Context: an optimization exercise on an open-source flow, tuned for small area and a short achievable clock period. The choices shown serve that exercise and are no tape-out recipe.
Function was checked by simulation only, so behaviour that the tests miss may differ from the original.
Power figures rest on the tool's default switching activity, not on a simulated workload.

==> flow/design.v <==
`timescale 1ns / 1ps
module rf_aoi6(
    input   wire[2:0]   s,       
    input   wire[2:0]   d,       
    output  wire        y
    );
    assign y = ~(|(s & d));
endmodule
module rf_aoi4(
    input   wire[1:0]   s,
    input   wire[1:0]   d,
    output  wire        y
    );
    assign y = ~(|(s & d));
endmodule
module rf_nand4(
    input   wire        a,
    input   wire        b,
    input   wire        c,
    input   wire        d,
    output  wire        y
    );
    assign y = ~(a & b & c & d);
endmodule
module rf_nand3(
    input   wire        a,
    input   wire        b,
    input   wire        c,
    output  wire        y
    );
    assign y = ~(a & b & c);
endmodule
module rf_rdport(
    input   wire[31:0]      sel,
    input   wire[1023:0]    rf,      
    output  wire[31:0]      q0,
    output  wire[31:0]      q1,
    output  wire[31:0]      q2
    );
    genvar b, j, i;
    generate
        for (b = 0; b < 32; b = b + 1) begin : g_bit
            wire [31:0] col;
            wire [10:0] p;
            for (j = 0; j < 32; j = j + 1) begin : g_col
                assign col[j] = rf[j*32 + b];
            end
            for (i = 0; i < 10; i = i + 1) begin : g_aoi
                rf_aoi6 u_aoi(.s(sel[3*i +: 3]), .d(col[3*i +: 3]), .y(p[i]));
            end
            rf_aoi4 u_aoi4(.s(sel[31:30]), .d(col[31:30]), .y(p[10]));
            rf_nand4 u_n0(.a(p[0]), .b(p[1]), .c(p[2]), .d(p[3]), .y(q0[b]));
            rf_nand4 u_n1(.a(p[4]), .b(p[5]), .c(p[6]), .d(p[7]), .y(q1[b]));
            rf_nand3 u_n2(.a(p[8]), .b(p[9]), .c(p[10]), .y(q2[b]));
        end
    endgenerate
endmodule
`timescale 1ns / 1ps
module fw_aoi222(
    input   wire        a1,
    input   wire        a2,
    input   wire        b1,
    input   wire        b2,
    input   wire        c1,
    input   wire        c2,
    output  wire        y
    );
    assign y = ~((a1 & a2) | (b1 & b2) | (c1 & c2));
endmodule
module fw_aoi22(
    input   wire        a1,
    input   wire        a2,
    input   wire        b1,
    input   wire        b2,
    output  wire        y
    );
    assign y = ~((a1 & a2) | (b1 & b2));
endmodule
module fw_nor3(
    input   wire        a,
    input   wire        b,
    input   wire        c,
    output  wire        y
    );
    assign y = ~(a | b | c);
endmodule
module fw_nor2(
    input   wire        a,
    input   wire        b,
    output  wire        y
    );
    assign y = ~(a | b);
endmodule
module fw_nand2(
    input   wire        a,
    input   wire        b,
    output  wire        y
    );
    assign y = ~(a & b);
endmodule
module fw_nand3(
    input   wire        a,
    input   wire        b,
    input   wire        c,
    output  wire        y
    );
    assign y = ~(a & b & c);
endmodule
module fw_nand4(
    input   wire        a,
    input   wire        b,
    input   wire        c,
    input   wire        d,
    output  wire        y
    );
    assign y = ~(a & b & c & d);
endmodule
module fw_xor(
    input   wire        a,
    input   wire        b,
    output  wire        y
    );
    assign y = a ^ b;
endmodule
module fw_inv(
    input   wire        a,
    output  wire        y
    );
    assign y = ~a;
endmodule
module fw_op(
    input   wire[4:0]   s,
    input   wire[3:0]   re,      
    input   wire[31:0]  sum,
    input   wire        slt,
    input   wire        sltu,
    input   wire[31:0]  lr,
    input   wire[31:0]  ld,
    input   wire[31:0]  ma,
    input   wire[2:0]   vv,
    input   wire[31:0]  q0,
    input   wire[31:0]  q1,
    input   wire[31:0]  q2,
    output  wire[31:0]  op
    );
    wire es = s[0] & re[0];
    wire e2 = s[0] & re[2];
    wire e3 = s[0] & re[3];
    genvar i;
    generate
        for (i = 0; i < 32; i = i + 1) begin : g_b
            wire ta, tb, tc;
            fw_aoi222 u_a(.a1(es), .a2(sum[i]), .b1(s[1]), .b2(ld[i]),
                          .c1(s[2]), .c2(ma[i]), .y(ta));
            fw_nor3 u_b(.a(q0[i]), .b(q1[i]), .c(q2[i]), .y(tb));
            if (i < 3) begin : g_v
                fw_aoi22 u_c(.a1(s[0]), .a2(lr[i]), .b1(s[3]), .b2(vv[i]), .y(tc));
            end else begin : g_n
                fw_nand2 u_c(.a(s[0]), .b(lr[i]), .y(tc));
            end
            if (i == 0) begin : g_s
                wire td;
                fw_aoi22 u_d(.a1(e2), .a2(slt), .b1(e3), .b2(sltu), .y(td));
                fw_nand4 u_o(.a(ta), .b(tb), .c(tc), .d(td), .y(op[i]));
            end else begin : g_o
                fw_nand3 u_o(.a(ta), .b(tb), .c(tc), .y(op[i]));
            end
        end
    endgenerate
endmodule
module fw_eq(
    input   wire[31:0]  a,
    input   wire[31:0]  b,
    output  wire        eq0,
    output  wire        eq1,
    output  wire        eqn0,
    output  wire        eqn1
    );
    wire [31:0] x;
    wire [10:0] g;       
    wire [2:0]  h;       
    genvar i;
    generate
        for (i = 0; i < 32; i = i + 1) begin : g_x
            fw_xor u_x(.a(a[i]), .b(b[i]), .y(x[i]));
        end
        for (i = 0; i < 10; i = i + 1) begin : g_g
            fw_nor3 u_g(.a(x[3*i]), .b(x[3*i+1]), .c(x[3*i+2]), .y(g[i]));
        end
    endgenerate
    fw_nor2 u_g10(.a(x[30]), .b(x[31]), .y(g[10]));
    fw_nand4 u_h0(.a(g[0]), .b(g[1]), .c(g[2]), .d(g[3]), .y(h[0]));
    fw_nand4 u_h1(.a(g[4]), .b(g[5]), .c(g[6]), .d(g[7]), .y(h[1]));
    fw_nand3 u_h2(.a(g[8]), .b(g[9]), .c(g[10]), .y(h[2]));
    fw_nor3 u_e0(.a(h[0]), .b(h[1]), .c(h[2]), .y(eq0));
    fw_nor3 u_e1(.a(h[0]), .b(h[1]), .c(h[2]), .y(eq1));
    fw_inv u_n0(.a(eq0), .y(eqn0));
    fw_inv u_n1(.a(eq1), .y(eqn1));
endmodule
module pc_sel(
    input   wire[1:0]   eq,      
    input   wire[1:0]   eqn,     
    input   wire[9:0]   pc_eq,
    input   wire[9:0]   pc_ne,
    output  wire[9:0]   pc_next
    );
    genvar i;
    generate
        for (i = 0; i < 10; i = i + 1) begin : g_b
            wire t, f;
            fw_nand2 u_t(.a(eq[i / 5]), .b(pc_eq[i]), .y(t));
            fw_nand2 u_f(.a(eqn[i / 5]), .b(pc_ne[i]), .y(f));
            fw_nand2 u_o(.a(t), .b(f), .y(pc_next[i]));
        end
    endgenerate
endmodule
`timescale 1ns / 1ps
module ks_pg(
    input   wire        a,
    input   wire        b,
    output  wire        gn,
    output  wire        pn
    );
    assign gn = ~(a & b);
    assign pn = ~(a | b);
endmodule
module ks_np(
    input   wire        ghn,     
    input   wire        phn,
    input   wire        gln,     
    input   wire        pln,
    output  wire        g,
    output  wire        p
    );
    assign g = ~(ghn & (phn | gln));
    assign p = ~(phn | pln);
endmodule
module ks_pn(
    input   wire        gh,
    input   wire        ph,
    input   wire        gl,
    input   wire        pl,
    output  wire        gn,
    output  wire        pn
    );
    assign gn = ~(gh | (ph & gl));
    assign pn = ~(ph & pl);
endmodule
module ks_inv(
    input   wire        a,
    output  wire        y
    );
    assign y = ~a;
endmodule
module ks_xor(
    input   wire        a,
    input   wire        b,
    output  wire        y
    );
    assign y = a ^ b;
endmodule
module alu_slt(
    input   wire        x,
    input   wire        c,
    input   wire        a,
    output  wire        y
    );
    assign y = x ? ~c : a;
endmodule
module add32(
    input   wire[31:0]  a,
    input   wire[31:0]  b,
    input   wire        ci,
    output  wire[31:0]  s,
    output  wire        x31,     
    output  wire        c31,     
    output  wire        con      
    );
    wire [32:0] g [0:6];
    wire [32:0] p [0:6];
    wire [31:0] x;
    genvar i, l;
    generate
        ks_inv u_ci(.a(ci), .y(g[0][0]));
        assign p[0][0] = 1'b1;               
        for (i = 0; i < 32; i = i + 1) begin : g_pg
            ks_pg u_pg(.a(a[i]), .b(b[i]), .gn(g[0][i+1]), .pn(p[0][i+1]));
            ks_xor u_x(.a(a[i]), .b(b[i]), .y(x[i]));
        end
        for (l = 1; l <= 6; l = l + 1) begin : g_lv
            for (i = 0; i <= 32; i = i + 1) begin : g_pos
                if (i >= (1 << (l - 1))) begin : g_c
                    if (l % 2 == 1) begin : g_np
                        ks_np u(.ghn(g[l-1][i]), .phn(p[l-1][i]),
                                .gln(g[l-1][i - (1 << (l - 1))]),
                                .pln(p[l-1][i - (1 << (l - 1))]),
                                .g(g[l][i]), .p(p[l][i]));
                    end else begin : g_pn
                        ks_pn u(.gh(g[l-1][i]), .ph(p[l-1][i]),
                                .gl(g[l-1][i - (1 << (l - 1))]),
                                .pl(p[l-1][i - (1 << (l - 1))]),
                                .gn(g[l][i]), .pn(p[l][i]));
                    end
                end else begin : g_t
                    ks_inv u(.a(g[l-1][i]), .y(g[l][i]));
                    assign p[l][i] = 1'b0;
                end
            end
        end
        for (i = 0; i < 32; i = i + 1) begin : g_s
            ks_xor u_s(.a(x[i]), .b(g[5][i]), .y(s[i]));
        end
    endgenerate
    assign con = g[6][32];
    assign x31 = x[31];
    assign c31 = g[5][31];
endmodule
module alu(
    input   wire[31:0]  a,
    input   wire[31:0]  in2x,
    input   wire        sub,
    input   wire[3:0]   rsel,
    input   wire[1:0]   lop,     
    input   wire        lui,
    output  wire[31:0]  sum,     
    output  wire        slt,
    output  wire        sltu,
    output  wire[31:0]  lr,      
    output  wire[31:0]  y
    );
    wire        x31, c31;
    add32 u_add(.a(a), .b(in2x), .ci(sub), .s(sum), .x31(x31), .c31(c31), .con(sltu));
    alu_slt u_slt(.x(x31), .c(c31), .a(a[31]), .y(slt));
    reg  [31:0] lres;
    always @(*) begin
        case (lop)
            2'b00: lres = a & in2x;
            2'b01: lres = a | in2x;
            2'b10: lres = a ^ in2x;
            default: lres = lui ? {in2x[15:0], 16'b0} : ~(a | in2x);
        endcase
    end
    assign lr = {32{rsel[1]}} & lres;
    assign y  = ({32{rsel[0]}} & sum) | lr | {31'b0, (rsel[2] & slt) | (rsel[3] & sltu)};
endmodule
`timescale 1ns / 1ps
module cpu_top(
    input   wire        clk,
    input   wire        rstn,
    input   wire        vga_en,      
    input   wire[1:0]   vga_dir,     
    output  wire[31:0]  vga_pos,     
    output  wire[9:0]   imem_addr,
    input   wire[31:0]  imem_rdata,
    output  wire[9:0]   dmem_addr,
    output  wire[31:0]  dmem_wdata,
    output  wire        dmem_we,
    output  wire        dmem_re,
    input   wire[31:0]  dmem_rdata
    );
wire rst = !rstn;
reg  [9:0]  pc;
wire [9:0]  pc4 = pc + 10'd1;
wire [9:0]  pc_if_eq, pc_if_ne;      
wire [9:0]  pc_next;
wire [1:0]  eq, eqn;
assign imem_addr = pc;
always @(posedge clk) begin
    pc <= pc_next;
end
reg         id_valid;
reg  [9:0]  id_pc;
reg  [5:0]  id_op;
reg  [20:0] id_lo;           
wire [31:0] id_instr = {id_op, 5'b0, id_lo};
reg  [3:0]  lo1, lo2;        
reg  [7:0]  hi1, hi2;        
reg  [4:0]  s1, s2;          
wire [4:0]  f_rs = imem_rdata[25:21];
wire [4:0]  f_rt = imem_rdata[20:16];
wire [4:0]  s1_d, s2_d;
always @(posedge clk) begin
    id_valid <= !rst;
    id_pc    <= pc4;
    id_op    <= imem_rdata[31:26];
    id_lo    <= imem_rdata[20:0];
    lo1      <= 4'b1 << f_rs[1:0];
    hi1      <= 8'b1 << f_rs[4:2];
    lo2      <= 4'b1 << f_rt[1:0];
    hi2      <= 8'b1 << f_rt[4:2];
    s1       <= s1_d;
    s2       <= s2_d;
end
wire [5:0]  opc = id_instr[31:26];
wire [5:0]  fn  = id_instr[5:0];
wire [4:0]  rt  = id_instr[20:16];
wire [4:0]  rd  = id_instr[15:11];
wire [15:0] imm = id_instr[15:0];
wire is_r    = (opc == 6'b000000);
wire r_logic = is_r && (fn[5:2] == 4'b1001);             
wire r_arith = is_r && (fn[5:2] == 4'b1000);             
wire r_slt   = is_r && (fn == 6'b101010);
wire r_sltu  = is_r && (fn == 6'b101011);
wire r_ok    = r_logic | r_arith | r_slt | r_sltu;
wire i_addi  = (opc == 6'b001000);
wire i_addiu = (opc == 6'b001001);
wire i_logic = (opc[5:2] == 4'b0011);                    
wire i_lui   = (opc == 6'b001111);
wire i_lw    = (opc == 6'b100011);
wire i_sw    = (opc == 6'b101011);
wire i_beq   = (opc == 6'b000100);
wire i_bne   = (opc == 6'b000101);
wire i_j     = (opc == 6'b000010);
wire d_rw    = id_valid & (r_ok | i_addi | i_addiu | i_logic | i_lw);
wire d_mw    = id_valid & i_sw;
wire d_m2r   = id_valid & i_lw;
wire d_beq   = id_valid & i_beq;
wire d_bne   = id_valid & i_bne;
wire d_j     = id_valid & i_j;
wire [4:0] d_wa = r_ok ? rd : rt;
wire d_alusrc = i_addi | i_addiu | i_logic | i_lw | i_sw;
wire d_immhi  = (i_addi | i_lw | i_sw) & imm[15];
wire d_sub    = (r_arith & fn[1]) | r_slt | r_sltu;
wire [3:0] d_rsel = {r_sltu, r_slt, r_logic | i_logic,
                     !(r_slt | r_sltu | r_logic | i_logic)};
wire [1:0] d_lop  = is_r ? fn[1:0] : opc[1:0];
wire       d_lui  = i_lui;
reg         ex_rw, ex_mw, ex_m2r;
reg  [4:0]  ex_wa;
reg         mem_rw, mem_mw, mem_m2r, wsel;
reg  [4:0]  mem_wa;
reg  [31:0] mem_alu, mem_sd;
wire [31:0] alu_out, alu_sum, alu_lr;
wire        alu_slt, alu_sltu;
wire [31:0] mem_wd = wsel ? dmem_rdata : mem_alu;       
reg         en_d, vga_pend;
wire [31:0] vga_val = {30'b0, vga_dir} + 32'd1;
reg           rst_q;
always @(posedge clk) rst_q <= rst;
wire [31:0]   wd = rst_q ? 32'b0 : mem_wd;
wire [1023:0] rf_flat;
genvar j;
generate
    for (j = 0; j < 32; j = j + 1) begin : g_rf
        reg  [31:0] r;
        wire wi = rst_q || (mem_rw && (mem_wa == j));
        if (j == 6) begin : g_v
            always @(posedge clk) begin
                if (wi)            r <= wd;
                else if (vga_pend) r <= vga_val;
            end
        end else begin : g_n
            always @(posedge clk) begin
                if (wi) r <= wd;
            end
        end
        assign rf_flat[j*32 +: 32] = r;
    end
endgenerate
always @(posedge clk) begin
    en_d     <= vga_en;
    vga_pend <= n_vga;
end
assign vga_pos = rf_flat[32 +: 32];
wire [31:0] sel1, sel2;
generate
    for (j = 0; j < 32; j = j + 1) begin : g_sel
        assign sel1[j] = hi1[j / 4] & lo1[j % 4] & s1[4];
        assign sel2[j] = hi2[j / 4] & lo2[j % 4] & s2[4];
    end
endgenerate
wire [31:0] r1q0, r1q1, r1q2, r2q0, r2q1, r2q2;
rf_rdport u_rd1(.sel(sel1), .rf(rf_flat), .q0(r1q0), .q1(r1q1), .q2(r1q2));
rf_rdport u_rd2(.sel(sel2), .rf(rf_flat), .q0(r2q0), .q1(r2q1), .q2(r2q2));
wire n_ex_rw   = !rst && d_rw;
wire n_mem_rw  = !rst && ex_rw;
wire n_mem_m2r = !rst && ex_m2r;
wire n_vga     = !en_d && vga_en && !mem_rw;        
wire fe1 = n_ex_rw  && (d_wa  == f_rs);
wire fe2 = n_ex_rw  && (d_wa  == f_rt);
wire fm1 = n_mem_rw && (ex_wa == f_rs);
wire fm2 = n_mem_rw && (ex_wa == f_rt);
wire v1  = n_vga && (f_rs == 5'd6);
wire v2  = n_vga && (f_rt == 5'd6);
assign s1_d = {!fe1 && !fm1 && !v1, !fe1 && !fm1 && v1,
               !fe1 && fm1 && !n_mem_m2r, !fe1 && fm1 && n_mem_m2r, fe1};
assign s2_d = {!fe2 && !fm2 && !v2, !fe2 && !fm2 && v2,
               !fe2 && fm2 && !n_mem_m2r, !fe2 && fm2 && n_mem_m2r, fe2};
wire [31:0] op1, op2;
fw_op u_op1(.s(s1), .re(ex_rsel), .sum(alu_sum), .slt(alu_slt), .sltu(alu_sltu),
            .lr(alu_lr), .ld(dmem_rdata),
            .ma(mem_alu), .vv(vga_val[2:0]), .q0(r1q0), .q1(r1q1), .q2(r1q2), .op(op1));
fw_op u_op2(.s(s2), .re(ex_rsel), .sum(alu_sum), .slt(alu_slt), .sltu(alu_sltu),
            .lr(alu_lr), .ld(dmem_rdata),
            .ma(mem_alu), .vv(vga_val[2:0]), .q0(r2q0), .q1(r2q1), .q2(r2q2), .op(op2));
fw_eq u_eq(.a(op1), .b(op2), .eq0(eq[0]), .eq1(eq[1]), .eqn0(eqn[0]), .eqn1(eqn[1]));
pc_sel u_pcsel(.eq(eq), .eqn(eqn), .pc_eq(pc_if_eq), .pc_ne(pc_if_ne), .pc_next(pc_next));
wire [9:0] tgt = d_j ? imm[9:0] : (id_pc + imm[9:0]);
assign pc_if_eq = rst ? 10'd0 : (d_beq | d_j) ? tgt : pc4;
assign pc_if_ne = rst ? 10'd0 : (d_bne | d_j) ? tgt : pc4;
reg  [31:0] ex_a, ex_in2, ex_sd;
reg         ex_sub, ex_lui;
reg  [3:0]  ex_rsel;
reg  [1:0]  ex_lop;
always @(posedge clk) begin
    if (rst) begin
        ex_rw  <= 1'b0;
        ex_mw  <= 1'b0;
        ex_m2r <= 1'b0;
    end else begin
        ex_rw  <= d_rw;
        ex_mw  <= d_mw;
        ex_m2r <= d_m2r;
    end
    ex_wa     <= d_wa;
    ex_a      <= op1;
    ex_in2    <= (d_alusrc ? {{16{d_immhi}}, imm} : op2) ^ {32{d_sub}};
    ex_sd     <= op2;
    ex_sub    <= d_sub;
    ex_rsel   <= d_rsel;
    ex_lop    <= d_lop;
    ex_lui    <= d_lui;
end
alu u_alu(.a(ex_a), .in2x(ex_in2), .sub(ex_sub), .rsel(ex_rsel), .lop(ex_lop),
          .lui(ex_lui), .sum(alu_sum), .slt(alu_slt), .sltu(alu_sltu),
          .lr(alu_lr), .y(alu_out));
always @(posedge clk) begin
    if (rst) begin
        mem_rw  <= 1'b0;
        mem_mw  <= 1'b0;
        mem_m2r <= 1'b0;
    end else begin
        mem_rw  <= ex_rw;
        mem_mw  <= ex_mw;
        mem_m2r <= ex_m2r;
    end
    wsel    <= ex_m2r;
    mem_wa  <= ex_wa;
    mem_alu <= alu_out;
    mem_sd  <= ex_sd;
end
assign dmem_addr  = mem_alu[11:2];
assign dmem_wdata = mem_sd;
assign dmem_we    = mem_mw;
assign dmem_re    = mem_m2r;
endmodule
==> flow/flow/run.sh <==
#!/bin/bash
set -e
export BUFFER_PORTS_ARGS="-buffer_cell sky130_fd_sc_hd__buf_2"
export SETUP_SLACK_MARGIN=7.5
bash standard.sh > standard_flow.log 2>&1
==> flow/standard.sh <==
#!/bin/bash
# synth_recipe.tcl (not shown) runs the flow's synth.tcl, then flattens the netlist and writes it again
# the make line also repeats each setting of config.mk as NAME=value (left out here)
make -C /OpenROAD-flow-scripts/flow DESIGN_CONFIG=/design/flow/config.mk WORK_HOME=/design/flow/orfs CLKGATE_MAP_FILE= SYNTH_SCRIPT=/design/flow/synth_recipe.tcl "${@:-finish}"
==> flow/config.mk <==
export PLATFORM = sky130hd
export DESIGN_NAME = cpu_top
export DESIGN_NICKNAME = cpu_top
export VERILOG_FILES = /design/flow/design.v
export SDC_FILE = /design/flow/constraint.sdc
export NUM_CORES = 4
export LEC_CHECK = 0
export CAP_MARGIN = 20
export CORE_MARGIN = 2
export CORE_UTILIZATION = 60
export SLEW_MARGIN = 20
export SYNTH_HIERARCHICAL = 1
==> flow/constraint.sdc <==
create_clock -name core_clock -period 11.0 [get_ports {clk}]
set_input_delay 2.2000 -clock core_clock [delete_from_list [all_inputs] [get_ports {clk}]]
set_output_delay 2.2000 -clock core_clock [all_outputs]
set_load 0.01 [all_outputs]
==> results of run 1 <==
[power groups by stage]
stage               Combinational [mW]  Sequential, mW  Clock [mW]
CTS                               2.50            7.10        4.37
global placement                  2.34            7.14           0
detailed placement                2.38            7.19           0
global route                      2.79            7.21        4.57
finish                            2.64            7.13        4.37
floorplan                         1.48            6.99           0
[sequential cells by signal, summed over array words and instances (netlist names), 6 cells and up]
signal / count
ex_sd: 32
ex_in2: 32
g_rf.r: 1024
id_pc: 10
id_lo: 21
hi1: 8
id_op: 6
hi2: 8
pc: 10
ex_a: 32
mem_alu: 32
mem_sd: 32
[placed cells by master (no fill, tap or decap), types with 41 or more instances in the layout]
cell type / instances
a22oi_2: 72
and3_1: 83
nor3_4: 41
ha_1: 74
nor2b_1: 54
edfxtp_1: 1024
o21ai_0: 48
a222oi_1: 705
nand3_1: 131
buf_2: 138
clkbuf_16: 137
dfxtp_1: 201
mux2i_1: 57
nor3_1: 54
nor2_2: 54
nand4_1: 134
nor2_1: 105
buf_6: 42
buf_4: 147
a21oi_2: 54
dfxtp_2: 49
inv_1: 112
xnor2_1: 47
xor2_1: 123
nand2_1: 247
o21ai_2: 78
[metrics by stage]
step / setup WS [ns] / util (%)
2_1_floorplan: 7.210 / -
3_3_place_gp: 6.482 / 64.01
3_5_place_dp: 6.390 / 64.04
4_1_cts: 7.303 / 69.50
5_1_grt: 7.168 / 69.96
6_report: 7.123 / 69.97
[critical path: stages (launching register included)]
cell and delay, ns:
dfxtp_4 0.40, buf_4 0.20, and3_1 0.19, buf_12 0.18
a222oi_1 0.33, nand4_1 0.42, nor3_4 0.44, nand3_2 0.15
xor2_1 0.20, nor3_2 0.31, nand4_1 0.14, buf_4 0.20
nor3_4 0.31, inv_2 0.11, nand2_1 0.07, nand2_1 0.05
[area by class of cell]
cell class | count | area, um^2 | area share, %
Clock inverter | 60 | 493.0 | 0.7537
Antenna cell | 9 | 22.52 | 0.03443
Multi-Input combinational cell | 2519 | 20480 | 31.32
Timing Repair Buffer | 338 | 2472 | 3.780
Tap cell | 1254 | 1569 | 2.399
Clock buffer | 179 | 3641 | 5.567
Inverter | 115 | 431.7 | 0.6600
Sequential cell | 1294 | 36290 | 55.49
[layer usage]
layer,track usage (%),up-vias
li1,-,18080
met1,53.24,21610
met2,63.04,3879
met3,12.96,768
met4,19.06,2
met5,0,-
[worst max-delay path by stage]
stage | from | to | slack [ns] | cells past startpoint
floorplan | mem_wa[1] | g_rf[22].r[0] | 7.21 | 4
global placement | dmem_rdata[22] | pc[8] | 6.48 | 10
detailed placement | dmem_rdata[22] | pc[8] | 6.39 | 10
CTS | g_rf[1].r[11] | vga_pos[11] | 7.30 | 1
global route | s2[4] | pc[0] | 7.17 | 14
finish | s2[4] | pc[4] | 7.12 | 15
[timing repair]
item	in CTS	in global routing
pin swaps	59	71
gates resized for setup	215	62
setup buffers	36	15
setup endpoints to repair	64	43
gates cloned	0	1
hold endpoints to repair	0	0
==> impl_results.md, run 1 <==
* Net Count, Synth at 4,166
* R2R depth at 15
* Die area at 0.09689 mm^2
* Critical path arrival at ~4.5 ns
* Period utilization at 35.24%
* Power, Total at 14.14 mW
* Skew final at 0.03724 ns
* PortBufs at 154
* Die Y at 311.3 um
* Clock buffer depth at 3
* Routed via count at about 44,000
* DRC violations left at 0
* Crit path kind: reg2reg
* Post-Layout Cell Count at 5,768
* Worst hold path class: reg2reg
* Die W at 311.3 um
* TNS Setup at 0 ns
* Placed Instance Area at 0.05985 mm^2
* Setup violations, final at 0
* First-pass GRT wire length at 288,000 um
* WL met2 at roughly 90,000 um
* Fmax at roughly 260 MHz
* Hold_buf cts at 0
* Ys Warns at 9
* Inst Count DP at 5,467
* Ports at 155
* P_leak at around 23 nW
* PwrDens at 216.2 mW/mm^2
* Worst Hold Endpoint: mem_sd[26]
* Slew @ Worst Pin at 1.087 ns
* Fin. Hold Viols at 0
* Switching Fraction at 31.04%
* Routability cong. at 0.9338
* Max_slew headroom at 27.39%
* ANT nets after route at 0
* Design area at approximately 0.065 mm^2
* Starting Density at 60.61%
* Mapped Area at 0.05665 mm^2
* Initial antenna violation count at 5
* Layout cells sized above 1 at 23.31%
* WHS Path Cells at 0
* Highest metal layer with signal wires: met5
* RSZ-0062 raised after global routing: true
* Largest net degree at the start of global routing at 75
* WL/cell at 35.55 um
* Slew Limit Fails at 0
* Root buf cell: clkbuf_16
* Hold Crit Start: ex_sd[26]
* CTS tree: done
* Mapped Avg Cell Area at about 14 um^2
* Drt initial violations at 9,421
* WL met3 at 32,980 um
* CTS sink cnt at around 1,300
* Clock power share at 30.9%
* GRT Overall Usage at 40.98%
* Pre-antenna DRT Iters at 13
* Via/cell ratio at 7.686
* Nets at 4,548
* Syn-to-layout area delta at 15.46%
* R2R Setup Slk at 7.12 ns
* # fillers at 6,555
* Switch Pwr at 4.391 mW
* Core Region at 0.09347 mm^2
* Worst r2r src: s2[4]
* Peak VDD IR at 0.1892 mV
* CP Max Fanout at 32
* Seq pwr share at about half
* Int Power at 9.753 mW
* # rows at 112
* CP Launch Type: flop
* Setup crit end kind: flop
* H-tree levels at 4
* Clock latency at the later pin of the worst-skew pair at 0.76 ns
* DRT Wirelength at 205,000 um
* Number of global-route vias before repair at 42,290
* Hold_ws at 0.3253 ns
* Clock buffer count from CTS at around 140
* Wl on met1 at 69,680 um
* Max cap viols at 0
* Worst-path clk slew at around 0.060 ns
* Final HPWL DP at 123,800 um
* Status: finished clean
* Worst EP required at 11.63 ns
* Total gr overflow at 0
* Syn Inst Count at 4,021
* Comb pwr share at 18.7%
* Tmin final at a little under 4 ns
* R2r endpoint: pc[4]
==> run 2, diff against run 1 <==
--- a/flow/design.v
+++ b/flow/design.v
@@ -7,10 +7,13 @@
     assign y = ~(|(s & d));
 endmodule
-module rf_aoi4(
+module rf_grp(
+    input   wire        p8,
+    input   wire        p9,
     input   wire[1:0]   s,
     input   wire[1:0]   d,
     output  wire        y
     );
-    assign y = ~(|(s & d));
+    wire p10 = ~(|(s & d));
+    assign y = ~(p8 & p9 & p10);
 endmodule
 module rf_nand4(
@@ -23,12 +26,4 @@
     assign y = ~(a & b & c & d);
 endmodule
-module rf_nand3(
-    input   wire        a,
-    input   wire        b,
-    input   wire        c,
-    output  wire        y
-    );
-    assign y = ~(a & b & c);
-endmodule
 module rf_rdport(
     input   wire[31:0]      sel,
@@ -49,8 +44,7 @@
                 rf_aoi6 u_aoi(.s(sel[3*i +: 3]), .d(col[3*i +: 3]), .y(p[i]));
             end
-            rf_aoi4 u_aoi4(.s(sel[31:30]), .d(col[31:30]), .y(p[10]));
             rf_nand4 u_n0(.a(p[0]), .b(p[1]), .c(p[2]), .d(p[3]), .y(q0[b]));
             rf_nand4 u_n1(.a(p[4]), .b(p[5]), .c(p[6]), .d(p[7]), .y(q1[b]));
-            rf_nand3 u_n2(.a(p[8]), .b(p[9]), .c(p[10]), .y(q2[b]));
+            rf_grp u_n2(.p8(p[8]), .p9(p[9]), .s(sel[31:30]), .d(col[31:30]), .y(q2[b]));
         end
     endgenerate
@@ -273,5 +267,5 @@
     input   wire        ci,
     output  wire[31:0]  s,
-    output  wire        x31,     
+    output  wire[31:0]  x,       
     output  wire        c31,     
     output  wire        con      
@@ -279,5 +273,4 @@
     wire [32:0] g [0:6];
     wire [32:0] p [0:6];
-    wire [31:0] x;
     genvar i, l;
     generate
@@ -313,5 +306,4 @@
     endgenerate
     assign con = g[6][32];
-    assign x31 = x[31];
     assign c31 = g[5][31];
 endmodule
@@ -329,14 +321,15 @@
     output  wire[31:0]  y
     );
-    wire        x31, c31;
-    add32 u_add(.a(a), .b(in2x), .ci(sub), .s(sum), .x31(x31), .c31(c31), .con(sltu));
-    alu_slt u_slt(.x(x31), .c(c31), .a(a[31]), .y(slt));
+    wire [31:0] x;
+    wire        c31;
+    add32 u_add(.a(a), .b(in2x), .ci(sub), .s(sum), .x(x), .c31(c31), .con(sltu));
+    alu_slt u_slt(.x(x[31]), .c(c31), .a(a[31]), .y(slt));
     reg  [31:0] lres;
     always @(*) begin
         case (lop)
-            2'b00: lres = a & in2x;
-            2'b01: lres = a | in2x;
-            2'b10: lres = a ^ in2x;
-            default: lres = lui ? {in2x[15:0], 16'b0} : ~(a | in2x);
+            2'b00: lres = a & ~x;
+            2'b01: lres = a | x;
+            2'b10: lres = x;
+            default: lres = lui ? {in2x[15:0], 16'b0} : ~(a | x);
         endcase
     end
==> flow/flow/run.sh (replaced) <==
#!/bin/bash
set -e
export BUFFER_PORTS_ARGS="-buffer_cell sky130_fd_sc_hd__buf_2"
export SETUP_SLACK_MARGIN=7.3
bash standard.sh > standard_flow.log 2>&1
==> run 2 against run 1 <==
Still clean. Synthesized area down 2.9%. Cell count down 5.6%. Die area down 2.8%. Non-clock buffer count is 26 lower. Maximum frequency decreased by 0.69%. Count of clock-buffer cells in the layout down 13. Clock power is 4.6% higher. Critical endpoint unchanged. Largest cell class unchanged. Largest power group unchanged. Highest routed layer unchanged.
==> impl_results.md, run 2 <==
* Worst EP required at ~12 ns
* PwrDens at 222.9 mW/mm^2
* Max cap viols at 0
* WL/cell at 38.43 um
* R2R depth at 14
* Clock buffer count from CTS at 134
* Post-Route Utilization at 70.19%
* Total gr overflow at 0
* Seq pwr share at 49.7%
* RSZ-0062 raised after global routing: true
* Slew @ Worst Pin at 1.164 ns
* DRT Wirelength at about 210,000 um
* Routability cong. at 0.9946
* Hold_ws at between 0.3 and 0.4 ns
* Skew final at 0.03969 ns
* Switching Fraction at 30.92%
* Ports at 155
* Worst hold path class: reg2reg
* Root buf cell: clkbuf_16
* Period utilization at 35.49%
* Via/cell ratio at 8.078
* Crit path kind: reg2reg
* Mapped Area at 0.05503 mm^2
* Net Count, Synth at between 3,000 and 4,000
* Placement Setup Slack at 6.448 ns
* CP Launch Point: s1[4]
* Hold_buf cts at 0
* Status: finished clean
* Die Y at 306.8 um
* PortBufs at between 150 and 200
* Initial antenna violation count at 9
* Most common cell after layout, fill and taps aside: edfxtp_1
* Clock buffer depth at 3
* Final HPWL DP at 123,600 um
* Clock power share at 32.0%
* Slew Limit Fails at 0
* Routed via count at 44,000
* Number of global-route vias before repair at 41,590
* Syn Inst Count at 3,793
* Die area at about 0.094 mm^2
* Pre-antenna DRT Iters at 13
* # rows at 111
* Most frequent cells in the layout: 1,024 x edfxtp_1, 705 x a222oi_1, 239 x dfxtp_1
* Largest register FFs at 1,024
* Int Power at 9.862 mW
* Setup crit end kind: flop
* Setup violations, final at 0
* Placed Instance Area at 0.05811 mm^2
* CTS sink cnt at 1,294
* Clock latency at the later pin of the worst-skew pair at approximately 0.76 ns
* First-pass GRT wire length at 284,100 um
* GRT Overall Usage at between 40% and 50%
* Fin. Hold Viols at 0
* P_leak at 22.92 nW
* Worst setup path endpoint: pc[4]
* Switch Pwr at 4.414 mW
* Worst-path clk slew at 0.06 ns
* Mapped Avg Cell Area at 14.51 um^2
* Design area at approximately 0.064 mm^2
* Peak VDD IR at roughly 0.19 mV
* Tmin final at 3.904 ns
* Reg with most FFs: g_rf.r
* Core Region at 0.09125 mm^2
* Syn-to-layout area delta at 16.38%
* Starting Density at about three fifths
* CP Max Fanout at 16
* ANT nets after route at 0
* R2r endpoint: pc[4]
* Layout cells sized above 1 at approximately a quarter
* TNS Setup at 0 ns
* Die W at 306.8 um
* Nets at 4,232
* Final WS setup at 7.096 ns
* Fmax at 256.2 MHz
* Post-Layout Cell Count at 5,447
* Max_slew headroom at 22.38%
* Ys Warns at 9
* R2R Setup Slk at between 7 and 8 ns
* CP Launch Type: flop
* Worst r2r src: s1[4]
* CTS tree: done
* Drt initial violations at 11,390
* Critical path arrival at between 4 and 5 ns
* H-tree levels at 4
* Largest net degree at the start of global routing at 52
* Inst Count DP at between 5,000 and 6,000
* Power, Total at 14.28 mW
* DRC violations left at 0
* Comb pwr share at a little under a fifth
==> run 2: routing by layer <==
metal / GRT usage [%] / wire length [um] / up-vias
li1: - / - / 17420
met5: 0 / 54 / -
met4: 17.53 / 11390 / 8
met1: 53.89 / 68790 / 21580
met3: 14.38 / 35080 / 817
met2: 65.00 / 94010 / 4184
==> run 2: worst min-delay path by stage <==
| stage | from | endpoint | slack [ns] | depth (start not counted) |
|---|---|---|---|---|
| 2_1_floorplan | ex_sd[0] | mem_sd[0] | 0.31 | 0 |
| 3_3_place_gp | ex_sd[3] | mem_sd[3] | 0.31 | 0 |
| 3_5_place_dp | ex_sd[10] | mem_sd[10] | 0.32 | 0 |
| 4_1_cts | ex_sd[3] | mem_sd[3] | 0.33 | 0 |
| 5_1_grt | ex_sd[3] | mem_sd[3] | 0.33 | 0 |
| 6_report | ex_sd[8] | mem_sd[8] | 0.33 | 0 |
==> run 2: power by group through the flow <==
stage / Combinational [mW] / Clock (mW) / Sequential (mW)
after floorplan: 1.48 / 0 / 6.96
final: 2.60 / 4.57 / 7.10
after global placement: 2.30 / 0 / 7.07
after detailed placement: 2.36 / 0 / 7.15
after global routing: 2.70 / 4.77 / 7.17
after CTS: 2.42 / 4.57 / 7.06
==> run 2: what timing repair did <==
| action | in CTS | in global routing |
|---|---|---|
| buffers inserted | 7 | 11 |
| setup endpoints to repair | 14 | 13 |
| pin swaps | 30 | 86 |
| resized for setup | 84 | 191 |
| gates cloned | 0 | 14 |
==> run 2: area by class of cell <==
type | count | area, um^2
Tap cell | 1186 | 1484
Clock buffer | 166 | 3607
Sequential cell | 1294 | 36210
Multi-Input combinational cell | 2341 | 19140
Antenna cell | 6 | 15.01
Fill cell | 6088 | 27200
Timing Repair Buffer | 312 | 2550
Clock inverter | 74 | 779.5
Inverter | 68 | 255.2
==> run 2: critical path, cell delays in order, from the launching register on <==
cell and delay (ns):
dfxtp_4 0.38, buf_6 0.15, and3_4 0.22, buf_12 0.18, a222oi_1 0.41, nand4_1 0.50, nor3_2 0.56, nand3_1 0.20
xor2_1 0.19, nor3_2 0.23, nand4_1 0.25, nor3_4 0.27, buf_4 0.17, nand2_1 0.05, nand2_1 0.07
==> run 3, diff against run 2 <==
--- a/flow/config.mk
+++ b/flow/config.mk
@@ -9,4 +9,6 @@
 export CORE_MARGIN = 2
 export CORE_UTILIZATION = 60
+export CTS_CLUSTER_DIAMETER = 70
+export CTS_CLUSTER_SIZE = 26
 export SLEW_MARGIN = 20
 export SYNTH_HIERARCHICAL = 1
==> run 3 against run 2 <==
Still clean on timing, DRC and antenna. Synthesized area unchanged. First-iteration DRC count decreased by 3.2%. Die area unchanged. Sequential cell count unchanged. Critical path type unchanged.
==> impl_results.md, run 3 <==
* Placement Setup Slack at about 6.4 ns
* Post-Route Utilization at 67.67%
* Pre-antenna DRT Iters at 15
* Root buf cell: clkbuf_16
* GRT Overall Usage at 41.16%
* Clock buffer depth at 3
* Final HPWL DP at 123,600 um
* Routed via count at 43,260
* Starting Density at 60.31%
* Number of global-route vias before repair at 40,730
* Worst EP required at 11.62 ns
* Slew @ Worst Pin at 1.167 ns
* Status: finished clean
* Mapped Area at 0.05503 mm^2
* TNS Setup at 0 ns
* R2R Setup Slk at 7.07 ns
* Die Y at 306.8 um
* Clock latency at the later pin of the worst-skew pair at 0.69 ns
* Ys Warns at 9
* Hold_buf cts at 0
* Wl on met1 at 67,650 um
* Syn-to-layout area delta at 12.22%
* Via/cell ratio at approximately 8.1
* CP Launch Type: flop
* Final WS setup at slightly above 7 ns
* WHS Path Cells at 0
* WL met3 at 33,820 um
* Core Region at 0.09125 mm^2
* Tmin final at 3.927 ns
* First-pass GRT wire length at 280,000 um
* # rows at 111
* PortBufs at 154
* Peak VDD IR at 0.2082 mV
* CP Max Fanout at 16
* H-tree levels at 3
* R2R depth at 15
* Setup violations, final at 0
* Setup crit end kind: flop
* Clock buffer count from CTS at 70
* R2r endpoint: pc[4]
* Initial antenna violation count at 8
* Die area at 0.09415 mm^2
* Largest net degree at the start of global routing at 52
* Worst-path clk slew at 0.09 ns
* Routability cong. at 0.9946
* Most frequent cells in the layout: 1,024 x edfxtp_1, 705 x a222oi_1, 240 x dfxtp_1
* Highest metal layer with signal wires: met4
* DRC violations left at 0
* Skew final at 0.04317 ns
* Total gr overflow at 0
* Die W at 306.8 um
* RSZ-0062 raised after global routing: true
* Inst Count DP at 5,168
* CTS tree: done
* Crit path kind: reg2reg
* Worst hold path class: reg2reg
* Worst r2r src: s1[4]
* Ports at 155
* Drt initial violations at 11,020
* CTS sink cnt at 1,294
* Fmax at roughly 250 MHz
* Design area at 0.06175 mm^2
* WL met2 at just over 90,000 um
* Period utilization at 35.70%
* ANT nets after route at 0
* Mapped Avg Cell Area at 14.51 um^2
* Syn Inst Count at 3,793
* Placed Instance Area at 0.05811 mm^2
* Max cap viols at 0
* Layout cells sized above 1 at 21.50%
* Nets at 4,168
* Reg with most FFs: g_rf.r
* P_leak at between 20 and 25 nW
* Net Count, Synth at 3,874
* DRT Wirelength at roughly 200,000 um
* Worst Hold Endpoint: mem_sd[31]
* Slew Limit Fails at 0
* Critical path arrival at 4.55 ns
* Most common cell after layout, fill and taps aside: edfxtp_1
* WL/cell at 38.45 um
* Largest register FFs at slightly above 1,000
* PwrDens at 205.8 mW/mm^2
* Fin. Hold Viols at 0
* Hold Crit Start: ex_sd[31]
* Max_slew headroom at 22.17%
* Post-Layout Cell Count at 5,324
## run 3: final cells by class
class | count | area (um^2)
diodes | 8 | 20.02
clock buffers | 80 | 1896
fillers | 6347 | 29500
multi-input cells | 2341 | 19060
well taps | 1186 | 1484
repair buffers | 312 | 2410
inverters | 68 | 255.2
flip-flops and latches | 1294 | 36210
clock inverters | 35 | 420.4
## run 3: routing by layer
metal | up-vias | GRT usage [%]
met2 | 4166 | 63.99
met5 | - | 0
met4 | 0 | 16.77
met1 | 21120 | 53.78
met3 | 758 | 13.27
li1 | 17220 | -
## run 3: worst max path at each step
stage	from	end	slack, ns	cells after the start
global placement	dmem_rdata[21]	pc[1]	6.55	10
global route	s1[4]	pc[2]	7.10	15
floorplan	mem_wa[1]	g_rf[22].r[0]	7.21	4
CTS	ex_in2[12]	pc[8]	7.30	17
finish	s1[4]	pc[4]	7.07	15
detailed placement	dmem_rdata[21]	pc[1]	6.45	10
## run 3: worst max-delay path: stages (launching register included)
cell	delay (ns)
dfxtp_4	0.37
buf_12	0.14
and3_4	0.16
buf_4	0.18
clkbuf_16	0.21
a222oi_1	0.40
nand4_1	0.36
nor3_2	0.57
nand3_1	0.22
xor2_1	0.21
nor3_2	0.17
nand4_1	0.24
nor3_4	0.33
buf_4	0.17
nand2_1	0.05
nand2_1	0.06
## run 3: metrics by stage
stage,power (mW),hold WS (ns)
floorplan,8.436,0.3096
global placement,9.367,0.3137
detailed placement,9.517,0.3150
CTS,12.51,0.3403
global route,13.05,0.3424
finish,12.71,0.3388
## run 3: repair_timing
| item | in CTS | in global routing |
|---|---|---|
| resized for setup | 85 | 125 |
| hold endpoints to repair | 0 | 0 |
| cloned | 0 | 9 |
| buffers inserted | 3 | 20 |
| pin swaps | 26 | 57 |
| endpoints found under the setup margin | 10 | 10 |
## run 3: power by group
part | switching (mW) | total (mW) | internal [mW]
registers | 0.610 | 7.08 | 6.47
clock network | 1.69 | 3.05 | 1.36
logic | 1.82 | 2.58 | 0.757
==> run 4, diff against run 3 <==
--- a/flow/design.v
+++ b/flow/design.v
@@ -71,4 +71,13 @@
     assign y = ~((a1 & a2) | (b1 & b2));
 endmodule
+module fw_oai31(
+    input   wire        a1,
+    input   wire        a2,
+    input   wire        a3,
+    input   wire        b1,
+    output  wire        y
+    );
+    assign y = ~((a1 | a2 | a3) & b1);
+endmodule
 module fw_nor3(
     input   wire        a,
@@ -147,5 +156,5 @@
             fw_aoi222 u_a(.a1(es), .a2(sum[i]), .b1(s[1]), .b2(ld[i]),
                           .c1(s[2]), .c2(ma[i]), .y(ta));
-            fw_nor3 u_b(.a(q0[i]), .b(q1[i]), .c(q2[i]), .y(tb));
+            fw_oai31 u_b(.a1(q0[i]), .a2(q1[i]), .a3(q2[i]), .b1(s[4]), .y(tb));
             if (i < 3) begin : g_v
                 fw_aoi22 u_c(.a1(s[0]), .a2(lr[i]), .b1(s[3]), .b2(vv[i]), .y(tc));
@@ -367,6 +376,5 @@
 reg  [20:0] id_lo;           
 wire [31:0] id_instr = {id_op, 5'b0, id_lo};
-reg  [3:0]  lo1, lo2;        
-reg  [7:0]  hi1, hi2;        
+reg  [31:0] sel1, sel2;      
 reg  [4:0]  s1, s2;          
 wire [4:0]  f_rs = imem_rdata[25:21];
@@ -378,8 +386,6 @@
     id_op    <= imem_rdata[31:26];
     id_lo    <= imem_rdata[20:0];
-    lo1      <= 4'b1 << f_rs[1:0];
-    hi1      <= 8'b1 << f_rs[4:2];
-    lo2      <= 4'b1 << f_rt[1:0];
-    hi2      <= 8'b1 << f_rt[4:2];
+    sel1     <= 32'b1 << f_rs;
+    sel2     <= 32'b1 << f_rt;
     s1       <= s1_d;
     s2       <= s2_d;
@@ -456,11 +462,4 @@
 end
 assign vga_pos = rf_flat[32 +: 32];
-wire [31:0] sel1, sel2;
-generate
-    for (j = 0; j < 32; j = j + 1) begin : g_sel
-        assign sel1[j] = hi1[j / 4] & lo1[j % 4] & s1[4];
-        assign sel2[j] = hi2[j / 4] & lo2[j % 4] & s2[4];
-    end
-endgenerate
 wire [31:0] r1q0, r1q1, r1q2, r2q0, r2q1, r2q2;
 rf_rdport u_rd1(.sel(sel1), .rf(rf_flat), .q0(r1q0), .q1(r1q1), .q2(r1q2));
==> flow/flow/run.sh (replaced) <==
#!/bin/bash
set -e
export BUFFER_PORTS_ARGS="-buffer_cell sky130_fd_sc_hd__buf_2"
export SETUP_SLACK_MARGIN=7.4
bash standard.sh > standard_flow.log 2>&1
==> run 4 against run 3 <==
Utilization up 0.78 points. Combinational power is 8.5% higher. Total power increased by 2.8%. Sequential share of layout area grew 0.30 points. Sequential power rose by 2%. Cell count grew 2.0%. Synthesized area is 1.4% higher. Still clean on timing, DRC and antenna. Critical path type unchanged.
==> impl_results.md, run 4 <==
* Status: finished clean
* Crit path kind: reg2reg
* TNS Setup at 0 ns
* CP Launch Type: flop
* Critical path arrival at between 4 and 5 ns
* Via/cell ratio at 7.969
* Post-Route Utilization at 68.46%
* Ys Warns at 9
* Most frequent cells in the layout: 1,024 x edfxtp_1, 705 x a222oi_1, 239 x dfxtp_1
* Max_slew headroom at 22.81%
* Tmin final at approximately 3.7 ns
* Reg with most FFs: g_rf.r
* Worst setup path endpoint: pc[5]
* Hold_buf cts at 0
* Clock buffer count from CTS at 71
* WP depth at 12
* P_leak at 21.93 nW
* Pre-antenna DRT Iters at 15
* Fmax at 271.8 MHz
* Syn Inst Count at 3,827
* Crit-path leading delay family: simple AND/OR/NAND/NOR gates
* Core Region at ~0.09 mm^2
* Mapped Area at 0.05581 mm^2
* Max stage delay cell, worst path: a222oi_1
* CTS tree: done
* R2R depth at 12
* Largest net degree at the start of global routing at 37
* Fin. Hold Viols at 0
* Placement Setup Slack at 6.420 ns
* Peak VDD IR at 0.1472 mV
* Routability cong. at 1.033
* RSZ-0062 raised after global routing: true
* First-pass GRT wire length at 284,600 um
* # fillers at approximately 6,400
* Layout cells sized above 1 at 23.54%
* R2R Setup Slk at 7.32 ns
* Clock latency at the later pin of the worst-skew pair at around 0.70 ns
* CP Launch Point: sel2[3]
* Drt initial violations at 10,780
* Root buf cell: clkbuf_16
* R2r endpoint: pc[5]
* Syn-to-layout area delta at 12.77%
* Ports at 155
* Die Y at 309.0 um
* Buf+Inv Stages, Crit Path at 2
* Number of global-route vias before repair at 41,230
* Clock buffer depth at 3
* Max cap viols at 0
* Routed via count at roughly 43,000
* # rows at 111
* Die area at 0.09547 mm^2
* Power, Total at 13.07 mW
* Register area at approximately 0.037 mm^2
* PwrDens at 207.7 mW/mm^2
* Nets at 4,212
* ANT nets after route at 0
* Starting Density at slightly above 60%
* H-tree levels at 3
* DRT Wirelength at 203,400 um
* Period utilization at between 30% and 40%
* Critical-path cell list: buf_4, a222oi_1, nand4_1, o31ai_4, nand3_1, xor2_1, nor3_2, nand3_4, nor3_4, inv_2, nand2_1, nand2_1
* Net Count, Synth at roughly 4,000
* GRT Overall Usage at 41.39%
* Total gr overflow at 0
* Final WS setup at 7.321 ns
* CTS sink cnt at 1,334
* Worst r2r src: sel2[3]
* Worst-path clk slew at 0.09 ns
* Most common cell after layout, fill and taps aside: edfxtp_1
* Die W at 309.0 um
* Largest register FFs at 1,024
* Mapped Avg Cell Area at roughly 15 um^2
* WHS Path Cells at 0
* Most common cell on crit path: nand2_1
* Slew @ Worst Pin at 1.158 ns
* WL/cell at 37.45 um
* Slew Limit Fails at 0
* PortBufs at approximately 150
* Worst EP required at 11.56 ns
* Initial antenna violation count at 9
* Worst hold path class: reg2reg
* Area of the multi-input gates at roughly 0.02 mm^2
* CP Max Fanout at 32
* Setup violations, final at 0
* DRC violations left at 0
* Final HPWL DP at 125,300 um
* Skew final at 0.04059 ns
* CP peak stage delay at 0.59 ns
* Setup crit end kind: flop
## run 4: power breakdown
part           internal, mW  switching (mW)  total, mW
logic                 0.865            1.93       2.80
registers              6.63           0.609       7.24
clock network          1.32            1.72       3.03
## run 4: routing by layer
metal / vias to the layer above / global-route usage, % / part of all wire [%]
met4: 6 / 18.30 / 5.4
met5: - / 0 / 0.021
li1: 17340 / - / -
met3: 775 / 14.10 / 17
met1: 21110 / 52.90 / 33
met2: 4055 / 64.40 / 45
## run 4: cell type report
cell class	count	area share [%]
inverters	67	0.3996
multi-input cells	2339	31.18
flip-flops and latches	1334	58.94
diodes	8	0.03181
clock buffers	89	3.010
well taps	1243	2.471
clock inverters	34	0.6143
repair buffers	318	3.362
## run 4: worst min path at each step
stage                        start        end  slack, ns
final                     ex_sd[7]  mem_sd[7]       0.34
after detailed placement  ex_sd[5]  mem_sd[5]       0.31
after global placement    ex_sd[8]  mem_sd[8]       0.31
after global routing      ex_sd[6]  mem_sd[6]       0.34
after floorplan           ex_sd[0]  mem_sd[0]       0.31
after CTS                 ex_sd[5]  mem_sd[5]       0.33
## run 4: what timing repair did
action,4_1_cts,5_1_grt
setup buffers,13,22
pin swaps,12,126
resized for setup,96,215
endpoints found under the setup margin,16,18
## run 4: metrics by stage
stage	hold slack, ns	instance area, um^2	instances
5_1_grt	0.3424	62930	5429
4_1_cts	0.3331	61720	5402
2_1_floorplan	0.3096	55880	3827
3_5_place_dp	0.3121	59010	5266
6_report	0.3360	62940	5432
3_3_place_gp	0.3121	59000	5265
==> run 5, diff against run 4 <==
--- a/flow/design.v
+++ b/flow/design.v
@@ -26,4 +26,12 @@
     assign y = ~(a & b & c & d);
 endmodule
+module rf_hold(
+    input   wire        we,
+    input   wire        d,
+    input   wire        q,
+    output  wire        y
+    );
+    assign y = we ? d : q;
+endmodule
 module rf_rdport(
     input   wire[31:0]      sel,
@@ -449,4 +457,13 @@
                 else if (vga_pend) r <= vga_val;
             end
+        end else if (j == 1) begin : g_p
+            wire [31:0] nx;
+            genvar b;
+            for (b = 0; b < 32; b = b + 1) begin : g_h
+                rf_hold u_hold(.we(wi), .d(wd[b]), .q(r[b]), .y(nx[b]));
+            end
+            always @(posedge clk) begin
+                r <= nx;
+            end
         end else begin : g_n
             always @(posedge clk) begin
==> run 5 against run 4 <==
Non-clock buffer count fell by 20. Highest routed layer unchanged. Register-to-register slack barely moved. Die area rose by 0.67%. Sequential share of layout area fell by 0.64 points. Still clean on timing, DRC and antenna. Critical endpoint is now pc[4]. Largest power group unchanged. Hold slack got worse by 0.0024 ns.
==> impl_results.md, run 5 <==
* Status: finished clean
* Max cap viols at 0
* Via/cell ratio at 7.957
* TNS Setup at 0 ns
* RSZ-0062 raised after global routing: true
* Setup violations, final at 0
* Post-Route Utilization at 67.79%
* DRC violations left at 0
* Clock buffer count from CTS at 74
* Core Region at 0.09305 mm^2
* Crit-path leading delay family: simple AND/OR/NAND/NOR gates
* Mapped Area at 0.05619 mm^2
* Die W at 310.0 um
* Clock latency at the later pin of the worst-skew pair at around 0.7 ns
* Root buf cell: clkbuf_16
* Placement Setup Slack at between 6 and 7 ns
* Syn Inst Count at 3,880
* Critical path arrival at 4.30 ns
* Power, Total at 13.22 mW
* DRT Wirelength at 203,300 um
* PwrDens at 209.6 mW/mm^2
* # fillers at 6,652
* Die Y at 310.0 um
* Final HPWL DP at 126,000 um
* Setup crit end kind: flop
* P_leak at 22.03 nW
* Peak VDD IR at 0.1653 mV
* Net Count, Synth at about 4,000
* Most common cell on crit path: nand2_1
* Die area at 0.09612 mm^2
* CTS sink cnt at 1,334
* GRT Overall Usage at 41.30%
* Largest net degree at the start of global routing at 47
* Slew @ Worst Pin at ~1.2 ns
* First-pass GRT wire length at 286,100 um
* Slew Limit Fails at 0
* Hold_ws at around 0.33 ns
* Drt initial violations at 10,090
* Ys Warns at 9
* Fin. Hold Viols at 0
* Critical-path cell list: buf_4, a222oi_1, nand4_1, o31ai_2, nand3_1, xor2_1, nor2_1, nand3_4, nor3_4, buf_6, nand2_1, nand2_1
* PortBufs at 154
* Total gr overflow at 0
* Initial antenna violation count at 13
* Worst hold path class: reg2reg
* Most frequent cells in the layout: 992 x edfxtp_1, 705 x a222oi_1, 271 x dfxtp_1
* R2R Setup Slk at around 7.3 ns
* Max stage delay cell, worst path: o31ai_2
* Largest register FFs at 1,024
* Fmax at 272.4 MHz
* Max_slew headroom at a little under a fifth
* Routed via count at 43,580
* Layout cells sized above 1 at 23.88%
* Tmin final at between 3 and 4 ns
* Hold_buf cts at 0
* Most common cell after layout, fill and taps aside: edfxtp_1
* Ports at 155
* Post-Layout Cell Count at about 5,500
* Placed Instance Area at 0.05934 mm^2
* WL/cell at about 37 um
* Number of global-route vias before repair at between 40,000 and 50,000
* Routability cong. at 0.9834
* CP peak stage delay at 0.63 ns
* Clock buffer depth at 3
* Mapped Avg Cell Area at between 10 and 15 um^2
* Skew final at roughly 0.04 ns
* H-tree levels at 3
* CP Max Fanout at 32
* Worst-path clk slew at 0.10 ns
* Pre-antenna DRT Iters at 13
* ANT nets after route at 0
* CP Launch Type: flop
* Reg with most FFs: g_rf.r
* Design area at 0.06307 mm^2
* Syn-to-layout area delta at 12.25%
* Starting Density at roughly three fifths
* Nets at 4,246
* Inst Count DP at 5,325
* Crit path kind: reg2reg
* Worst EP required at 11.63 ns
* Period utilization at between 30% and 40%
* Buf+Inv Stages, Crit Path at 2
* CTS tree: done
* # rows at 112
* Final WS setup at 7.329 ns
==> run 5: worst paths after layout <==
check                            endpoint  depth (start not counted)     start
worst min register to register  mem_sd[2]                          0  ex_sd[2]
worst max-delay path                pc[4]                         12   sel2[2]
worst max register to register      pc[4]                         12   sel2[2]
worst min-delay path            mem_sd[2]                          0  ex_sd[2]
==> run 5: where the power goes <==
part / internal, mW / switching, mW / total (mW)
clock network: 1.37 / 1.79 / 3.16
registers: 6.62 / 0.647 / 7.27
logic: 0.886 / 1.90 / 2.79
total: 8.88 / 4.34 / 13.2
==> run 5: repair_timing <==
action	in CTS	in global routing
pin swaps	13	84
resized for setup	95	182
setup buffers	4	14
setup endpoints to repair	14	11
==> run 5: layout make-up <==
| class | count | area (um^2) | share of cell area, % |
|---|---|---|---|
| Clock inverter | 41 | 505.5 | 0.8014 |
| Multi-Input combinational cell | 2392 | 20100 | 31.87 |
| Tap cell | 1254 | 1569 | 2.488 |
| Clock buffer | 83 | 1927 | 3.055 |
| Sequential cell | 1334 | 36770 | 58.30 |
| Inverter | 65 | 244.0 | 0.3868 |
| Antenna cell | 9 | 22.52 | 0.03571 |
| Timing Repair Buffer | 298 | 1934 | 3.067 |
==> run 5: layer usage <==
layer | wire [um] | track usage, %
met1 | 68730 | 53.55
met2 | 91660 | 63.43
met3 | 32350 | 13.36
met4 | 10510 | 19.28
met5 | 47 | 0
==> run 6, diff against run 5 <==
--- a/flow/design.v
+++ b/flow/design.v
@@ -161,20 +161,20 @@
     generate
         for (i = 0; i < 32; i = i + 1) begin : g_b
-            wire ta, tb, tc;
-            fw_aoi222 u_a(.a1(es), .a2(sum[i]), .b1(s[1]), .b2(ld[i]),
-                          .c1(s[2]), .c2(ma[i]), .y(ta));
+            wire te, ta, tb, tc;
+            fw_nand2 u_e(.a(es), .b(sum[i]), .y(te));
             fw_oai31 u_b(.a1(q0[i]), .a2(q1[i]), .a3(q2[i]), .b1(s[4]), .y(tb));
-            if (i < 3) begin : g_v
+            if (i == 0) begin : g_s
+                fw_aoi222 u_a(.a1(s[1]), .a2(ld[i]), .b1(s[2]), .b2(ma[i]),
+                              .c1(e2), .c2(slt), .y(ta));
+                fw_aoi222 u_c(.a1(s[0]), .a2(lr[i]), .b1(s[3]), .b2(vv[i]),
+                              .c1(e3), .c2(sltu), .y(tc));
+            end else if (i < 3) begin : g_v
+                fw_aoi22 u_a(.a1(s[1]), .a2(ld[i]), .b1(s[2]), .b2(ma[i]), .y(ta));
                 fw_aoi22 u_c(.a1(s[0]), .a2(lr[i]), .b1(s[3]), .b2(vv[i]), .y(tc));
             end else begin : g_n
+                fw_aoi22 u_a(.a1(s[1]), .a2(ld[i]), .b1(s[2]), .b2(ma[i]), .y(ta));
                 fw_nand2 u_c(.a(s[0]), .b(lr[i]), .y(tc));
             end
-            if (i == 0) begin : g_s
-                wire td;
-                fw_aoi22 u_d(.a1(e2), .a2(slt), .b1(e3), .b2(sltu), .y(td));
-                fw_nand4 u_o(.a(ta), .b(tb), .c(tc), .d(td), .y(op[i]));
-            end else begin : g_o
-                fw_nand3 u_o(.a(ta), .b(tb), .c(tc), .y(op[i]));
-            end
+            fw_nand4 u_o(.a(te), .b(ta), .c(tb), .d(tc), .y(op[i]));
         end
     endgenerate
==> run 6 against run 5 <==
Via count grew 0.37%. Total power about the same. Critical path depth rose by 1. Global-route usage fell by 0.65 points. Largest cell class unchanged. Clock power about the same. Combinational power barely moved. Sequential cell count did not move.
==> impl_results.md, run 6 <==
* DRT Wirelength at 204,700 um
* Tmin final at around 3.7 ns
* Max stage delay cell, worst path: nand4_1
* # rows at 112
* Setup crit end kind: flop
* Buf+Inv Stages, Crit Path at 3
* Ports at 155
* Largest register FFs at 1,024
* Final HPWL DP at 126,300 um
* CTS tree: done
* WL met2 at 92,160 um
* CP Max Fanout at 32
* Initial antenna violation count at 11
* ANT nets after route at 0
* TNS Setup at 0 ns
* Layout cells sized above 1 at 23.44%
* Nets at 4,304
* CP peak stage delay at 0.48 ns
* Hold Crit Start: ex_sd[5]
* Hold_ws at around 0.33 ns
* WHS Path Cells at 0
* Final WS setup at 7.277 ns
* Total gr overflow at 0
* Worst Hold Endpoint: mem_sd[5]
* R2r endpoint: pc[8]
* Clock buffer depth at 3
* Largest net degree at the start of global routing at 50
* Number of global-route vias before repair at roughly 42,000
* P_leak at 22.00 nW
* R2R depth at 13
* RSZ-0062 raised after global routing: true
* Crit-path leading delay family: simple AND/OR/NAND/NOR gates
* Routed via count at about 44,000
* PwrDens at between 200 and 250 mW/mm^2
* Syn Inst Count at 3,942
* Worst hold path class: reg2reg
* R2R Setup Slk at 7.28 ns
* CP Launch Type: flop
* Setup violations, final at 0
* Period utilization at 33.84%
* Clock buffer count from CTS at between 70 and 80
* WL/cell at around 37 um
* Crit path kind: reg2reg
* Via/cell ratio at 7.889
* Die area at around 0.097 mm^2
* Worst-path clk slew at 0.09 ns
* DRC violations left at 0
* Wl on met1 at 69,490 um
* Reg with most FFs: g_rf.r
* Inst Count DP at 5,389
* Die Y at 311.2 um
* Fin. Hold Viols at 0
* Fmax at 268.6 MHz
* Status: finished clean
* Pre-antenna DRT Iters at 13
* Core Region at around 0.093 mm^2
* Peak VDD IR at 0.1541 mV
* Post-Layout Cell Count at approximately 5,500
* GRT Overall Usage at 40.65%
* PortBufs at 154
* Root buf cell: clkbuf_16
* Die W at 311.2 um
* Worst EP required at 11.61 ns
* Slew @ Worst Pin at 1.142 ns
* Clock latency at the later pin of the worst-skew pair at 0.68 ns
* Skew final at 0.03714 ns
* Most common cell on crit path: nand4_1
* Most common cell after layout, fill and taps aside: edfxtp_1
* Max_slew headroom at 23.84%
* Ys Warns at 9
* Starting Density at between 60% and 70%
* Worst r2r src: sel2[17]
* Net Count, Synth at 4,023
* H-tree levels at 3
* Syn-to-layout area delta at 11.99%
* CTS sink cnt at between 1,000 and 1,500
* Most frequent cells in the layout: 992 x edfxtp_1, 645 x a222oi_1, 289 x nand2_1
* Drt initial violations at around 10,000
* Mapped Area at 0.05664 mm^2
* First-pass GRT wire length at roughly 290,000 um
* # fillers at 6,619
* Slew Limit Fails at 0
* Routability cong. at 1.026
* Max cap viols at 0
* Post-Route Utilization at approximately 68%
* WL met3 at 32,840 um
* Mapped Avg Cell Area at 14.37 um^2
* Critical path arrival at 4.33 ns
* Highest metal layer with signal wires: met5
* Placement Setup Slack at 6.500 ns
* Critical-path cell list: buf_8, a222oi_1, nand4_1, o31ai_4, nand4_1, xor2_1, nor3_2, nand4_1, buf_4, nor3_4, buf_4, nand2_1, nand2_1
==> run 6: final cells by class <==
class / instances / area, um^2 / share of cell area [%]
antenna: 11 / 27.53 / 0.04340
tap: 1254 / 1569 / 2.474
inverter: 65 / 244.0 / 0.3847
timing repair buffer: 295 / 1969 / 3.105
clock buffer: 98 / 2077 / 3.275
clock inverter: 33 / 435.4 / 0.6865
sequential: 1334 / 36730 / 57.91
multi-input combinational: 2454 / 20380 / 32.13
==> run 6: worst max-delay path by stage <==
stage	from	end	slack, ns	cells after the start
after global placement	dmem_rdata[22]	pc[9]	6.60	10
final	sel2[17]	pc[8]	7.28	13
after CTS	ex_a[2]	pc[8]	7.40	16
after global routing	sel2[12]	pc[8]	7.36	13
after detailed placement	dmem_rdata[23]	pc[5]	6.50	10
after floorplan	mem_wa[3]	g_rf[25].r[0]	7.19	4
==> run 6: worst register-to-register path: stages, from the launching register on <==
cell and delay (ns):
dfxtp_1 0.33, buf_8 0.20, a222oi_1 0.48, nand4_1 0.49, o31ai_4 0.47, nand4_1 0.26
xor2_1 0.24, nor3_2 0.24, nand4_1 0.14, buf_4 0.20, nor3_4 0.32, buf_4 0.18
nand2_1 0.05, nand2_1 0.07
==> run 6: power breakdown <==
part / internal [mW] / switching (mW) / total (mW)
logic: 0.884 / 1.88 / 2.76
registers: 6.62 / 0.658 / 7.27
clock network: 1.45 / 1.74 / 3.19
total: 8.95 / 4.28 / 13.2
==> run 6: timing repair <==
action	CTS	global route
hold buffers	0	0
endpoints found under the setup margin	13	12
resized for setup	64	153
pin swaps	8	88
buffers inserted	3	10
==> run 6: stage by stage <==
stage          power [mW]  cell area [um^2]
3_5_place_dp        9.860             59810
2_1_floorplan       8.733             56710
6_report            13.23             63430
4_1_cts             13.01             62610
3_3_place_gp        9.714             59770
5_1_grt             13.62             63410
==> run 6: routing by layer <==
metal	GRT usage [%]	vias up
li1	-	17610
met1	52.94	21330
met2	62.19	4048
met3	13.08	750
met4	18.95	6
met5	0.1976	-

==> re-timing with driven ports <==
In the flow no input, the clock included, has a driving cell. The finished layouts below were timed again as built, in two steps. Step 1: set_driving_cell puts a clkbuf_16 on clk and a buf_2 on each other input, an assumption about the parent block. Step 2 moves the port delays by t, midway between the first and last clock arrival at a register: inputs arrive t later, outputs are due t later. That takes back most of the time a late clock gives input paths. Slacks: no drivers / after step 1 / after step 2; pairs: no drivers / after step 1.
| run | shift t [ns] | setup WS [ns] | hold WS [ns] | worst slew at a driven data input, ns |
|---|---|---|---|---|
| run 1 | 0.822 | 7.123 / 7.123 / 6.693 | 0.325 / 0.325 / 0.325 | 0.09 |
| run 2 | 0.824 | 7.096 / 7.096 / 6.717 | 0.331 / 0.331 / 0.331 | 0.11 |
| run 3 | 0.742 | 7.073 / 7.073 / 6.690 | 0.339 / 0.339 / 0.339 | 0.10 |
| run 4 | 0.751 | 7.321 / 7.284 / 6.673 | 0.336 / 0.336 / 0.336 | 0.13 |
| run 5 | 0.768 | 7.329 / 7.329 / 6.723 | 0.334 / 0.334 / 0.334 | 0.13 |
| run 6 | 0.737 | 7.277 / 7.277 / 6.686 | 0.333 / 0.333 / 0.333 | 0.12 |
After both steps setup and hold are still met in every run listed. The setup slack of run 4, which loses most, moves by -0.037 ns with the drivers and by -0.648 ns with both steps.
